Background: an optimization exercise with open tools, aiming at small area. Do not read the settings as production practice.
Function was checked by simulation only, so behaviour that the tests miss may differ from the original.
The clock port is modelled as an ideal driver; clocking choices that lean on that would not hold on a real chip.
Power is estimated from default activity; no workload was simulated.

## rev 12
==> flow/design.v <==
module LandauController (
    input  wire clk,
    input  wire rst,
    input  wire rx,
    output wire tx
);
    reg  [10:0] presc;
    wire        tick = presc[10] & presc[9] & ~presc[8] & presc[7] & presc[6] & presc[2] & presc[1] & presc[0];
    wire        clr  = presc[10] & presc[9] & presc[8] & presc[7] & presc[6];
    wire [2:0]  ph   = presc[2:0];
    wire        win  = (presc[10:3] == 8'd0);
    wire        w64  = (presc[10:6] == 5'd0);      
    wire        e64  = w64 & (presc[5:0] == 6'd63);
    reg  [2:0]  phh;
    always @(posedge clk or posedge rst)
        if (rst)             phh <= 3'd0;
        else if (ph == 3'd7) phh <= phh + 3'd1;
    wire [5:0]  ph64 = {phh, ph};
    always @(posedge clk or posedge rst)
        if (rst) presc <= 11'd1984;
        else     presc <= tick ? 11'd0 : presc + 11'd1;
    reg [3:0] rxbit;
    reg [1:0] rxsub;
    wire rx_idle = (rxbit == 4'd9);
    wire rsamp   = tick & (rxsub == 2'd1) & ~rx_idle;    
    wire rdata   = rsamp & ~rxbit[3];                    
    wire rend    = rsamp & (rxbit == 4'd8);              
    always @(posedge clk or posedge rst)
        if (rst)
            rxbit <= 4'd9;
        else if (rx_idle) begin
            if (!rx) rxbit <= 4'd15;
        end else if (tick) begin
            if (rend)               rxbit <= 4'd9;
            else if (rxsub == 2'd2) rxbit <= rxbit + 4'd1;
        end
    always @(posedge clk)
        if (rx_idle)
            rxsub <= 2'd0;
        else if (tick)
            rxsub <= (rxsub == 2'd2) ? 2'd0 : rxsub + 2'd1;
    localparam P_AA = 2'd0, P_PID = 2'd1, P_VAL = 2'd2, P_END = 2'd3;
    reg [1:0] ps;
    reg       mt;                   
    reg       p0, p1;               
    reg [1:0] cs;                   
    reg       pv;                   
    reg [2:0] pl;                   
    reg       rtest;                
    wire [2:0] k = rxbit[2:0];
    reg [1:0] cs_n;
    always @(*) begin
        cs_n = cs;
        case (k)
            3'd2: if (rx) cs_n = 2'd0;
            3'd3: if (rx) cs_n = (cs == 2'd1) ? 2'd3 : 2'd0;
            3'd4: if (cs == 2'd1) cs_n = rx ? 2'd1 : 2'd2;
                  else if (rx) cs_n = 2'd0;
            3'd5: if (rx == (cs == 2'd1)) cs_n = 2'd0;
            3'd6: if (rx != (cs == 2'd3)) cs_n = 2'd0;
            default: if (rx) cs_n = 2'd0;
        endcase
    end
    wire        is69   = (cs == 2'd3) & p0 & ~p1;
    wire        islane = cs[0] ^ cs[1];
    wire [2:0]  lane   = {cs[1], ~p1, ~p0};
    reg  [7:0]  mk;
    reg         scan;
    wire        mbit   = mk[0] | (ph == lane);
    wire        others = (ph == 3'd0 ? 1'b1 : scan) & mbit;
    wire        fend   = rend & (ps == P_END) & mt;            
    wire        go     = fend & (is69 | (islane & others));    
    reg  [2:0] txbyte;    
    reg  [3:0] txbit;     
    reg  [1:0] txsub;
    wire       hold = txbyte[2] & ~(txbyte[1] & txbyte[0] & txbit[3]);
    wire       endw = win & (ph == 3'd7);
    always @(posedge clk or posedge rst)
        if (rst) begin
            ps    <= P_AA;
            pv    <= 1'b0;
        end else begin
            if (rend) begin
                case (ps)
                    P_AA:    if (mt) ps <= P_PID;
                    P_PID:   ps <= P_VAL;
                    P_VAL:   ps <= P_END;
                    default: ps <= P_AA;
                endcase
            end
            if (fend & (islane | is69))
                pv    <= 1'b1;
            else if (pv & ~hold & e64)
                pv <= 1'b0;
        end
    always @(posedge clk) begin
        if (rx_idle)
            mt <= 1'b1;
        else if (rdata)
            mt <= mt & (rx == (k[0] ^ (ps == P_END)));
        if (rdata & (ps == P_PID)) begin
            if (k == 3'd0) begin
                p0 <= rx; cs <= 2'd1;
            end else if (k == 3'd1)
                p1 <= rx;
            else
                cs <= cs_n;
        end
        if (fend) pl <= lane;
        if (go)   rtest <= is69;
    end
    reg [7:0] vl;                         
    wire vwr = (ps == P_VAL) & ~rxbit[3] & (rxsub == 2'd2) & win & (ph == k) & ~rx_idle;
    always @(posedge clk)
        vl <= {vwr ? rx : vl[0], vl[7:1]};
    wire wtest = is69 & (ps == P_AA);
    wire cw    = pv & ~hold;
    always @(posedge clk) begin
        scan <= others;
        mk   <= {~clr & (txbyte != 3'd2) & (mk[0] | (cw & (ph == pl))), mk[7:1]};
    end
    reg [63:0] al;
    wire we = cw & (wtest ? (phh[1:0] == 2'd0) : (phh == pl));
    always @(posedge clk)
        al <= {clr ? 1'b0 : (we ? vl[0] : al[0]), al[63:1]};
    reg txr;
    reg qd1, qd2;                      
    assign tx = txr;
    wire [2:0] d = txbit[2:0];         
    reg  nbit;
    always @(*) begin
        case (txbyte)
            3'd2:    nbit = d[0];                                   
            3'd3:    nbit = rtest ? (d == 3'd1 || d == 3'd6)        
                                  : (d == 3'd0 || d == 3'd3 || d == 3'd5 || d == 3'd6);  
            3'd0:    nbit = ~d[0];                                  
            default: nbit = qd1;                                    
        endcase
    end
    always @(posedge clk or posedge rst)
        if (rst) begin
            txbyte <= 3'd1; txr <= 1'b1;
        end else if (tick) begin
            if (txbyte == 3'd1) begin
                if (go) begin
                    txbyte <= 3'd2; txr <= 1'b0;
                end
            end else if (txsub == 2'd2) begin
                if (txbit == 4'd9) begin
                    txbyte <= txbyte + 3'd1;
                    txr    <= (txbyte == 3'd0);
                end else
                    txr    <= (txbit == 4'd8) ? 1'b1 : nbit;
            end
        end
    always @(posedge clk)
        if (tick) begin
            if (txbyte == 3'd1) begin
                txbit <= 4'd0; txsub <= 2'd0;
            end else if (txsub == 2'd2) begin
                txsub <= 2'd0;
                txbit <= (txbit == 4'd9) ? 4'd0 : txbit + 4'd1;
            end else
                txsub <= txsub + 2'd1;
        end
    wire pass1 = ~txbyte[2] & txbyte[1];       
    wire pass2 = txbyte[2];                    
    wire step  = (pass1 | pass2) & ~txbit[3] & (txsub == 2'd1) & w64 & (ph64 == {1'b0, i});
    wire [4:0] i  = {txbyte[2] & txbyte[1], txbyte[0], d};
    wire i0   = (i == 5'd0);
    wire i16  = (i == 5'd16);
    wire ge17 = i[4] & (i[3:0] != 4'd0);
    wire ge18 = i[4] & (i[3:1] != 3'd0);
    reg cA, cB;
    reg [2:0] acc;
    wire x1  = al[0];                                         
    wire x2  = rtest ? i16 : (~i0 & al[31]);                  
    wire ca  = ~i0 & cA;
    wire s   = x1 ^ x2 ^ ca;
    wire coA = (x1 & x2) | (x1 & ca) | (x2 & ca);
    wire y1  = ~i[4] ? al[16] : (ge17 ? al[14] : al[15]);
    wire y2  = ge17 ? al[46] : al[47];
    wire h   = ge18 ? cB : (y1 ^ y2 ^ cB);
    wire coB = (y1 & y2) | (y1 & cB) | (y2 & cB);
    wire [2:0] u  = acc + {2'd0, qd2} + {2'd0, s};
    wire       q  = h ^ u[0];
    wire [2:0] vn = {1'b0, u[2:1]} + {2'd0, u[0] & ~h};
    wire [2:0] an = i0 ? 3'd0 : acc;
    reg  [2:0] acc_n;
    always @(*) begin
        case ({s, an})
            4'b0_000: acc_n = 3'd0;
            4'b0_001: acc_n = 3'd3;
            4'b0_010: acc_n = 3'd1;
            4'b0_011: acc_n = 3'd4;
            4'b0_100: acc_n = 3'd2;
            4'b1_000: acc_n = 3'd2;
            4'b1_001: acc_n = 3'd0;
            4'b1_010: acc_n = 3'd3;
            4'b1_011: acc_n = 3'd1;
            4'b1_100: acc_n = 3'd4;
            default:  acc_n = 3'd0;
        endcase
    end
    always @(posedge clk)
        if (step) begin
            cA  <= coA;
            if (pass1) begin
                acc <= acc_n;
                qd1 <= 1'b0;
                qd2 <= 1'b0;
                if (i[3:0] == 4'd15) cB <= coA;
            end else begin
                acc <= vn;
                cB  <= ge17 ? h : coB;
                qd2 <= qd1;
                qd1 <= rtest ? s : q;
            end
        end
endmodule
export LEC_CHECK = 0
export CAP_MARGIN = 20
export CORE_MARGIN = 2
export CORE_UTILIZATION = 40
export SLEW_MARGIN = 20
create_clock -name core_clock -period 20.0 [get_ports {clk}]
standard.sh (not shown) runs the stock make flow with config.mk's settings and CLKGATE_MAP_FILE= SYNTH_SCRIPT=/design/flow/synth_recipe.tcl, a recipe that flattens the netlist after the stock synthesis.
==> flow/flow/run.sh <==
#!/bin/bash
set -euo pipefail
# ports are buffered as usual, with the smallest buffer
export BUFFER_PORTS_ARGS="-buffer_cell sky130_fd_sc_hd__buf_1"
export CTS_ARGS="-sink_clustering_enable -repair_clock_nets -dont_use_dummy_load -buf_list sky130_fd_sc_hd__clkbuf_8"
bash standard.sh cts > standard_cts.log 2>&1
R=orfs/results/$FLOW_PLATFORM/LandauController/base
openroad -no_init -exit flow/shrink_clk.tcl > shrink_clk.log 2>&1
bash standard.sh finish > standard.log 2>&1
==> flow/flow/shrink_clk.tcl <==
# Shrink clock buffers after CTS, checking clock-pin slew with placement parasitics.
set plat $::env(FLOW_PLATFORM)
set res orfs/results/$plat/LandauController/base
read_liberty $::env(FLOW_HOME)/platforms/$plat/lib/sky130_fd_sc_hd__tt_025C_1v80.lib
read_db $res/4_cts.odb
read_sdc $res/4_cts.sdc
source $::env(FLOW_HOME)/platforms/$plat/setRC.tcl
set limit 0.105
set sizes {sky130_fd_sc_hd__clkbuf_2 sky130_fd_sc_hd__clkbuf_4 sky130_fd_sc_hd__clkbuf_8}
proc max_slew {} {
  estimate_parasitics -placement
  set mx 0
  foreach p [get_pins -hierarchical */CLK] {
    set s [get_property $p slew_max]
    if {$s > $mx} { set mx $s }
  }
  return $mx
}
puts "before: max clock pin slew [max_slew]"
foreach inst [get_cells clkbuf_*] {
  set name [get_full_name $inst]
  set orig [get_full_name [get_lib_cells -of_objects $inst]]
  set orig [lindex [split $orig /] end]
  foreach sz $sizes {
    if {$sz == $orig} { break }
    replace_cell $name $sz
    set s [max_slew]
    if {$s <= $limit} {
      puts "$name: $orig -> $sz (max slew $s)"
      break
    }
    replace_cell $name $orig
  }
}
puts "after: max clock pin slew [max_slew]"
write_db $res/4_cts.odb
What rev 13 does differently from rev 12 at the input level:
diff --git a/flow/design.v b/flow/design.v
--- a/flow/design.v
+++ b/flow/design.v
@@ -11,11 +11,10 @@
     wire        win  = (presc[10:3] == 8'd0);
     wire        w64  = (presc[10:6] == 5'd0);      
     wire        e64  = w64 & (presc[5:0] == 6'd63);
     reg  [2:0]  phh;
-    always @(posedge clk or posedge rst)
-        if (rst)             phh <= 3'd0;
-        else if (ph == 3'd7) phh <= phh + 3'd1;
+    always @(posedge clk)
+        if (ph == 3'd7) phh <= phh + 3'd1;
     wire [5:0]  ph64 = {phh, ph};
     always @(posedge clk or posedge rst)
         if (rst) presc <= 11'd1984;
         else     presc <= tick ? 11'd0 : presc + 11'd1;
@@ -171,9 +170,9 @@
     wire i16  = (i == 5'd16);
     wire ge17 = i[4] & (i[3:0] != 4'd0);
     wire ge18 = i[4] & (i[3:1] != 3'd0);
     reg cA, cB;
-    reg [2:0] acc;
+    reg [1:0] acc;
     wire x1  = al[0];                                         
     wire x2  = rtest ? i16 : (~i0 & al[31]);                  
     wire ca  = ~i0 & cA;
     wire s   = x1 ^ x2 ^ ca;
@@ -181,40 +180,26 @@
     wire y1  = ~i[4] ? al[16] : (ge17 ? al[14] : al[15]);
     wire y2  = ge17 ? al[46] : al[47];
     wire h   = ge18 ? cB : (y1 ^ y2 ^ cB);
     wire coB = (y1 & y2) | (y1 & cB) | (y2 & cB);
-    wire [2:0] u  = acc + {2'd0, qd2} + {2'd0, s};
-    wire       q  = h ^ u[0];
-    wire [2:0] vn = {1'b0, u[2:1]} + {2'd0, u[0] & ~h};
-    wire [2:0] an = i0 ? 3'd0 : acc;
-    reg  [2:0] acc_n;
-    always @(*) begin
-        case ({s, an})
-            4'b0_000: acc_n = 3'd0;
-            4'b0_001: acc_n = 3'd3;
-            4'b0_010: acc_n = 3'd1;
-            4'b0_011: acc_n = 3'd4;
-            4'b0_100: acc_n = 3'd2;
-            4'b1_000: acc_n = 3'd2;
-            4'b1_001: acc_n = 3'd0;
-            4'b1_010: acc_n = 3'd3;
-            4'b1_011: acc_n = 3'd1;
-            4'b1_100: acc_n = 3'd4;
-            default:  acc_n = 3'd0;
-        endcase
-    end
+    wire       dd = pass2 ? h : s;
+    wire       st = pass1 & i0;                               
+    wire [2:0] u  = {1'b0, st ? 2'd0 : acc} + {2'd0, ~st & qd2} + {2'd0, pass2 & s};
+    wire       q  = dd ^ u[0];
+    wire [1:0] vn = u[2:1] + {1'b0, u[0] & ~dd};
+    wire       big = (i[3:0] == 4'd15) & q & vn[1] & (vn[0] | qd1);    
     always @(posedge clk)
         if (step) begin
             cA  <= coA;
-            if (pass1) begin
-                acc <= acc_n;
+            if (pass1 & (i[3:0] == 4'd15)) cB <= coA;
+            else if (pass2)                cB <= ge17 ? h : coB;
+            if (pass1 & big) begin
+                acc <= {1'b0, vn[0] & qd1};
+                qd2 <= 1'b0;
                 qd1 <= 1'b0;
-                qd2 <= 1'b0;
-                if (i[3:0] == 4'd15) cB <= coA;
             end else begin
                 acc <= vn;
-                cB  <= ge17 ? h : coB;
-                qd2 <= qd1;
-                qd1 <= rtest ? s : q;
+                qd2 <= ~st & qd1;
+                qd1 <= (pass2 & rtest) ? s : q;
             end
         end
 endmodule
### Flow results
The die of rev 13 is smaller than the one used in rev 12.
Core outline area (rev 13 over rev 12): decrease, 560 µm²
Power: rev 13 draws less than rev 12
Summary of rev 13 over rev 12: first-pass GRT wire length saw a decrease, worst slack at placement decreased by 0.078 ns relative to the old numbers, peak fanout along the critical path went up.

==> what the ideal ports hide <==
The results above use ideal ports. As a check the final layouts listed here were re-extracted and re-timed, cells and wires unchanged.
Step 1, drivers: a clkbuf_16 drives clk and a buf_2 each remaining input, both assumed.
Step 2 also shifts input and output timing later by t, the mid clock arrival at the registers, as if the neighbouring blocks saw the same clock.
Slacks: ideal ports / drivers / drivers and shift; pairs: ideal ports / drivers.
| run | shift t [ns] | slack for setup (ns) | worst setup path at the end |
|---|---|---|---|
| rev 12 | 0.709 | 14.652 / 14.623 / 14.496 | input to register |
| rev 13 | 0.686 | 14.603 / 14.573 / 14.409 | input to register |
After both steps every run listed still meets setup and hold. For rev 13, which loses most, drivers alone change the setup slack by -0.030 ns; drivers and shift together by -0.194 ns.
